From an optimization exercise on the open Yosys and OpenROAD flow, aimed at small area and a short achievable clock period; shortcuts taken in it are not production practice. The RTL was checked by simulation tests, not by an equivalence proof against the original design. Power figures rest on the tool's default switching activity, not on a simulated workload.

Design wavefront_allocator, start of the top module:
module wavefront_allocator #(
  parameter int VC_NUM = 2
)(
  input  logic clk,
  input  logic RSTn,
  input  logic [PORT_NUM-1:0][VC_NUM-1:0] vc_request,
  input  logic [PORT_NUM-1:0][VC_NUM-1:0][2:0] vc_target_port,
  output logic [PORT_NUM-1:0][VC_NUM-1:0] vc_grant_final
);
Size in the first run: ~52 I/O pins.
==> flow/config.mk <==
export PLATFORM = sky130hd
export DESIGN_NAME = wavefront_allocator
export DESIGN_NICKNAME = wavefront_allocator
export VERILOG_FILES = /design/flow/design.v
export SDC_FILE = /design/flow/constraint.sdc
export NUM_CORES = 4
export LEC_CHECK = 0
export ABC_AREA = 1
export CAP_MARGIN = 20
export CORE_MARGIN = 2
export CORE_UTILIZATION = 40
export SLEW_MARGIN = 20
==> flow/constraint.sdc <==
create_clock -name core_clock -period 40.0 [get_ports {clk}]
set_input_delay 8.0000 -clock core_clock [delete_from_list [all_inputs] [get_ports {clk}]]
set_output_delay 8.0000 -clock core_clock [all_outputs]
set_load 0.01 [all_outputs]
run.sh (not shown) runs the stock make flow with config.mk's settings and CLKGATE_MAP_FILE= SYNTH_SCRIPT=/design/flow/synth_recipe.tcl, a recipe that flattens the netlist after the stock synthesis.
The first run finished with timing, DRC and antenna clean.
Then changed:
==> flow/flow/run.sh (new file) <==
#!/bin/bash
set -euo pipefail
W=$(pwd)
F=$W/flow

sed 's#log_cmd abc {\*}\$abc_args#log_cmd abc -script '"$F"'/area.abc {*}[lrange $abc_args 2 end]#' \
  "$FLOW_HOME/scripts/synth.tcl" > "$W/my_synth.tcl"
grep -q "area.abc" "$W/my_synth.tcl"
sed 's#\$::env(SCRIPTS_DIR)/synth.tcl#'"$W"'/my_synth.tcl#' synth_recipe.tcl > my_synth_recipe.tcl
grep -q my_synth.tcl my_synth_recipe.tcl

cp config.mk my_config.mk
echo 'export BUFFER_PORTS_ARGS = -buffer_cell sky130_fd_sc_hd__buf_1' >> my_config.mk

sed -e 's#SYNTH_SCRIPT=[^ ]*#SYNTH_SCRIPT='"$W"'/my_synth_recipe.tcl#' \
    -e 's#DESIGN_CONFIG=[^ ]*#DESIGN_CONFIG='"$W"'/my_config.mk#' standard.sh > my_standard.sh
grep -q my_synth_recipe.tcl my_standard.sh
grep -q my_config.mk my_standard.sh

bash my_standard.sh > flow.log 2>&1
==> flow/flow/area.abc (new file) <==
strash
&get -n
&syn2
&dch -f
&nf -R 1000
&put
strash
&get -n
&dch -f
&nf -R 1000
&put
topo
==> flow/standard.sh (new file) <==
#!/bin/bash
# synth_recipe.tcl (not shown) runs the flow's synth.tcl, then flattens the netlist and writes it again
# the make line also repeats each setting of config.mk as NAME=value (left out here)
make -C /OpenROAD-flow-scripts/flow DESIGN_CONFIG=/design/flow/config.mk WORK_HOME=/design/flow/orfs CLKGATE_MAP_FILE= SYNTH_SCRIPT=/design/flow/synth_recipe.tcl "${@:-finish}"
ABC_AREA = default   (was 1)
removed: flow/run.sh
What happened: The new run finished with timing, DRC and antenna clean; hold slack is better by 49 ps; global-route usage went down by 1.1 points; wire length went down by 24%; total power went down by 17%; die area went down by 21%; critical path depth went up by 2; clock power went down by about 6%; setup slack is worse by 2400 ps; final cell count went down by 24%; final area went down by 27%.

* * *

Setup of run 1:
Another version of the RTL of wavefront_allocator (not shown whole).
Size in the first run: ~340 cells after synthesis, roughly 9 flip-flops, roughly 52 I/O pins.
==> flow/config.mk <==
export PLATFORM = sky130hd
export DESIGN_NAME = wavefront_allocator
export DESIGN_NICKNAME = wavefront_allocator
export VERILOG_FILES = /design/flow/design.v
export SDC_FILE = /design/flow/constraint.sdc
export NUM_CORES = 4
export LEC_CHECK = 0
export CAP_MARGIN = 20
export CORE_MARGIN = 2
export CORE_UTILIZATION = 40
export CTS_BUF_LIST = sky130_fd_sc_hd__clkbuf_4
export SLEW_MARGIN = 20
==> flow/constraint.sdc <==
create_clock -name core_clock -period 40.0 [get_ports {clk}]
set_input_delay 8.0000 -clock core_clock [delete_from_list [all_inputs] [get_ports {clk}]]
set_output_delay 8.0000 -clock core_clock [all_outputs]
set_load 0.01 [all_outputs]
standard.sh (not shown) runs the stock make flow with config.mk's settings and CLKGATE_MAP_FILE= SYNTH_SCRIPT=/design/flow/synth_recipe.tcl, a recipe that flattens the netlist after the stock synthesis.
==> flow/flow/run.sh <==
#!/bin/bash
set -euo pipefail
W=$(pwd)
F=$W/flow

sed 's#log_cmd abc {\*}\$abc_args#log_cmd abc -script '"$F"'/area.abc {*}[lrange $abc_args 2 end]#' \
  "$FLOW_HOME/scripts/synth.tcl" > "$W/my_synth.tcl"
grep -q "area.abc" "$W/my_synth.tcl"
sed 's#\$::env(SCRIPTS_DIR)/synth.tcl#'"$W"'/my_synth.tcl#' synth_recipe.tcl > my_synth_recipe.tcl
grep -q my_synth.tcl my_synth_recipe.tcl

cp config.mk my_config.mk
echo 'export SETUP_SLACK_MARGIN = 19.5' >> my_config.mk
echo 'export BUFFER_PORTS_ARGS = -buffer_cell sky130_fd_sc_hd__buf_1' >> my_config.mk

sed -e 's#SYNTH_SCRIPT=[^ ]*#SYNTH_SCRIPT='"$W"'/my_synth_recipe.tcl#' \
    -e 's#DESIGN_CONFIG=[^ ]*#DESIGN_CONFIG='"$W"'/my_config.mk#' standard.sh > my_standard.sh
grep -q my_synth_recipe.tcl my_standard.sh
grep -q my_config.mk my_standard.sh

bash my_standard.sh > flow.log 2>&1
==> flow/flow/area.abc <==
strash
&get -n
&syn2
&dch -f
&nf -R 1000
&put
strash
&get -n
&dch -f
&nf -R 1000
&put
topo
## Diff of input files: run 2 against run 1
diff --git a/flow/flow/run.sh b/flow/flow/run.sh
--- a/flow/flow/run.sh
+++ b/flow/flow/run.sh
@@ -12,3 +12,2 @@
 cp config.mk my_config.mk
-echo 'export SETUP_SLACK_MARGIN = 19.5' >> my_config.mk
 echo 'export BUFFER_PORTS_ARGS = -buffer_cell sky130_fd_sc_hd__buf_1' >> my_config.mk
==> comparison <==
- Run 2 finished all stages; the layout is clean.
- Sort run 1 and run 2 by worst setup slack, ascending, and run 2 comes first.
- Post-layout net count shrinks by more than 10% when moving from run 1 to run 2.
- Compared with run 1, run 2 shows leakage power figure that has gone down by more than a quarter.
- Taking run 2 over run 1, the maximum frequency ratio works out to 0.934.
- In run 2, worst reg-to-reg path cell count is lower than in run 1.
#### Input delta (run 3 over run 2)
# run 2
export LEC_CHECK = 0
export CAP_MARGIN = 20
export CORE_MARGIN = 2
export CORE_UTILIZATION = 40
export CTS_BUF_LIST = sky130_fd_sc_hd__clkbuf_4
export SLEW_MARGIN = 20
create_clock -name core_clock -period 40.0 [get_ports {clk}]
# run 3
export LEC_CHECK = 0
export CAP_MARGIN = 20
export CORE_MARGIN = 2
export CORE_UTILIZATION = 40
export CTS_BUF_LIST = sky130_fd_sc_hd__clkbuf_2
export SLEW_MARGIN = 20
create_clock -name core_clock -period 40.0 [get_ports {clk}]
### Flow results
- Synthesized cell count came out exactly the same in run 3 and run 2.
- Maximum frequency: run 3 vs run 2 — no meaningful difference
- Internal power (lower): run 3
- As far as total number of vias is concerned, run 3 and run 2 perform about the same.

* * *

Setup of v27:
The RTL this note starts from:
==> flow/design.v <==
package noc_params;
  typedef enum logic [2:0] {LOCAL, NORTH, SOUTH, WEST, EAST} port_t;
  localparam int PORT_NUM  = 5;
  localparam int PORT_SIZE = (PORT_NUM <= 1) ? 1 : $clog2(PORT_NUM);
  localparam int VC_NUM    = 2;
  localparam int VC_SIZE   = (VC_NUM <= 1) ? 1 : $clog2(VC_NUM);
endpackage : noc_params
import noc_params::*;
module wavefront_allocator #(
  parameter int VC_NUM = 2
)(
  input  logic clk,
  input  logic RSTn,
  input  logic [PORT_NUM-1:0][VC_NUM-1:0] vc_request,
  input  logic [PORT_NUM-1:0][VC_NUM-1:0][2:0] vc_target_port,
  output logic [PORT_NUM-1:0][VC_NUM-1:0] vc_grant_final
);
  logic [3:0] wf_start;
  logic [4:0] vc_start;
  logic [4:0][1:0][4:0] hit;
  logic [4:0][4:0] req;
  for (genvar i = 0; i < 5; i++) begin : g_dec
    for (genvar v = 0; v < 2; v++) begin : g_vc
      wire [2:0] t = vc_target_port[i][v];
      wire       r = vc_request[i][v];
      assign hit[i][v][0] = r & ~t[2] & ~t[1] & ~t[0];
      assign hit[i][v][1] = r & ~t[1] &  t[0];
      assign hit[i][v][2] = r &  t[1] & ~t[0];
      assign hit[i][v][3] = r &  t[1] &  t[0];
      assign hit[i][v][4] = r &  t[2];
    end
    for (genvar o = 0; o < 5; o++) begin : g_req
      assign req[o][i] = hit[i][0][o] | hit[i][1][o];
    end
  end
  logic [9:0][4:0] avail;
  logic [8:0][4:0] pick;
  assign avail[0] = '1;
  for (genvar k = 0; k < 9; k++) begin : g_stage
    localparam int O = k % 5;
    wire act = (k < 5) ? ((O == 4) ? 1'b1 : ~wf_start[O]) : wf_start[O];
    wire [4:0] cand;      
    wire [5:0] free;      
    assign free[0] = act;
    for (genvar d = 0; d < 5; d++) begin : g_scan
      localparam int I = (O + d) % 5;
      assign cand[d]    = req[O][I] & avail[k][I];
      assign free[d+1]  = free[d] & ~cand[d];
      assign pick[k][I] = cand[d] & free[d];
      assign avail[k+1][I] = avail[k][I] & ~pick[k][I];
    end
  end
  for (genvar i = 0; i < 5; i++) begin : g_grant
    logic sel1;
    always_comb begin
      sel1 = 1'b0;
      for (int k = 0; k < 9; k++)
        sel1 = sel1 | (pick[k][i] & hit[i][1][k % 5]);
    end
    wire same = |(hit[i][0] & hit[i][1]);
    assign vc_grant_final[i][1] = sel1 & (vc_start[i] | ~same);
    assign vc_grant_final[i][0] = ~avail[9][i] & ~vc_grant_final[i][1];
  end
  always_ff @(posedge clk) begin
    if (!RSTn) begin
      wf_start <= '0;
      vc_start <= '0;
    end else begin
      if (|vc_request)
        wf_start <= wf_start[3] ? 4'b0000 : {wf_start[2:0], 1'b1};
      for (int i = 0; i < 5; i++)
        vc_start[i] <= vc_grant_final[i][0] | (vc_start[i] & ~vc_grant_final[i][1]);
    end
  end
endmodule
export LEC_CHECK = 0
export CAP_MARGIN = 20
export CORE_MARGIN = 2
export CORE_UTILIZATION = 55
export CTS_BUF_LIST = sky130_fd_sc_hd__clkbuf_4
export CTS_CLUSTER_DIAMETER = 300
export CTS_CLUSTER_SIZE = 30
export SLEW_MARGIN = 20
create_clock -name core_clock -period 40.0 [get_ports {clk}]
==> flow/flow/run.sh <==
#!/bin/bash
set -euo pipefail
W=$(pwd)
F=$W/flow

sed 's#log_cmd abc {\*}\$abc_args#log_cmd abc -script '"$F"'/area.abc {*}[lrange $abc_args 2 end]#' \
  "$FLOW_HOME/scripts/synth.tcl" > "$W/my_synth.tcl"
grep -q "area.abc" "$W/my_synth.tcl"
sed 's#\$::env(SCRIPTS_DIR)/synth.tcl#'"$W"'/my_synth.tcl#' synth_recipe.tcl > my_synth_recipe.tcl
grep -q my_synth.tcl my_synth_recipe.tcl

cp config.mk my_config.mk
echo 'export BUFFER_PORTS_ARGS = -buffer_cell sky130_fd_sc_hd__buf_1' >> my_config.mk

sed -e 's#SYNTH_SCRIPT=[^ ]*#SYNTH_SCRIPT='"$W"'/my_synth_recipe.tcl#' \
    -e 's#DESIGN_CONFIG=[^ ]*#DESIGN_CONFIG='"$W"'/my_config.mk#' standard.sh > my_standard.sh
grep -q my_synth_recipe.tcl my_standard.sh
grep -q my_config.mk my_standard.sh

bash my_standard.sh > flow.log 2>&1
==> flow/flow/area.abc <==
strash
&get -n
&deepsyn -T 60
&put
strash
&get -n
&dch -f
&nf -R 1000
&put
topo
Edits applied to the flow inputs when going from v27 to v11:
- changing CORE_UTILIZATION from 55 to 40
diff --git a/flow/flow/run.sh b/flow/flow/run.sh
--- a/flow/flow/run.sh
+++ b/flow/flow/run.sh
@@ -12,0 +13 @@
+echo 'export CTS_ARGS = -sink_clustering_enable -repair_clock_nets -dont_use_dummy_load -sink_clustering_size 30 -sink_clustering_max_diameter 300 -buf_list sky130_fd_sc_hd__clkbuf_4' >> my_config.mk
### Flow results
Status: worst-case register-to-register setup slack parity (v27, v11). Compared with v27, the router placed fewer vias in v11. Multi-input logic portion of the cell area ends up lower on v11. [v11] worst hold margin fell 0.0087 ns relative to v27. Going from v27 to v11, the number of optimization iterations in the first detailed-route pass was found to have gone down by 3. v27 has lower worst setup slack after layout than v11.
Input changes introduced in v55 (baseline for comparison: v11):
- swapping 40 for 70 in CORE_UTILIZATION
- clearing CTS_CLUSTER_SIZE, which used to be 30
- putting PLACE_DENSITY at 0.85 where nothing was set
- clearing CTS_CLUSTER_DIAMETER, which used to be 300
diff --git a/flow/flow/run.sh b/flow/flow/run.sh
--- a/flow/flow/run.sh
+++ b/flow/flow/run.sh
@@ -13,0 +14 @@
+echo 'export SETUP_SLACK_MARGIN = 17.7' >> my_config.mk
v11 → v55: synthesized cell area was more or less identical, die outline height went down by 23%, weighted congestion at the end of routability-driven global placement went up by about 20%, post-synthesis async set-or-reset flop share was more or less identical.
Re initial core utilization: v55 and v11 aren't equal, and the higher value belongs to v55.
What ended v55 was a tool error in global routing; the run never finished.
v55 — post-cts sizing count 8 higher, v11 as reference
From v55 to v11, maximum level of the CTS H-tree did not move at all.
In the reports for v55 and v11, the larger floorplan row count belongs to v11.
Setup changes, v55 to v49
diff --git a/flow/flow/run.sh b/flow/flow/run.sh
--- a/flow/flow/run.sh
+++ b/flow/flow/run.sh
@@ -14 +14 @@
-echo 'export SETUP_SLACK_MARGIN = 17.7' >> my_config.mk
+echo 'export SETUP_SLACK_MARGIN = 17.3' >> my_config.mk
## What came out
v49: done, clean on timing, DRC and antenna
As far as number of instances in the synthesized netlist goes, v49 and v55 are indistinguishable; the numbers are identical.
As far as net count after synthesis is concerned, v49 and v55 perform about the same.
Comparing v55 against v49, there is no change at all in weighted congestion at the end of routability-driven global placement.
On instance count after placement with tap cells included, v49 and v55 are neck and neck.
Reported for v49 and v55, floorplan die width turned out identical to the last digit.

==> static timing again, ports no longer ideal <==
How much do the figures lean on ideal ports? The routed layouts below were timed once more, with nothing changed but the port constraints.
Step 1 assumes that a clkbuf_16 drives the clock port and a buf_2 every other input.
Step 2 adds t to the input delays and takes it off the output delays; t is the mean of the earliest and latest rising clock arrival at the registers after step 1. Input paths then give back, and output paths get back, about the clock's delay inside the block.
a / b / c = ideal / step 1 / step 2; a / b = the first two.
| run | t, ns | slack for setup (ns) | latest minus earliest clock arrival (ns) | slew at the worst register clock pin (ns) |
|---|---|---|---|---|
| the first run of note 1 | 0.284 | 19.230 / 19.208 / 19.208 | 0.016 / 0.017 | 0.07 / 0.07 |
| the second run of note 1 | 0.272 | 16.862 / 16.833 / 16.833 | 0.013 / 0.012 | 0.06 / 0.06 |
| run 1 | 0.302 | 18.933 / 18.889 / 18.889 | 0.012 / 0.011 | 0.09 / 0.09 |
| run 2 | 0.295 | 17.441 / 17.415 / 17.415 | 0.001 / 0.001 | 0.08 / 0.08 |
| run 3 | 0.281 | 17.471 / 17.446 / 17.446 | 0.008 / 0.007 | 0.12 / 0.12 |
| v27 | 0.311 | 16.968 / 16.946 / 16.946 | 0.014 / 0.015 | 0.09 / 0.09 |
| v11 | 0.299 | 17.033 / 17.012 / 17.012 | 0.002 / 0.002 | 0.07 / 0.07 |
| v49 | 0.303 | 17.486 / 17.464 / 17.464 | 0.005 / 0.004 | 0.09 / 0.09 |
After both steps setup and hold are still met in every run listed. For run 1, which loses most, drivers alone change the setup slack by -0.044 ns; drivers and shift together by -0.044 ns.
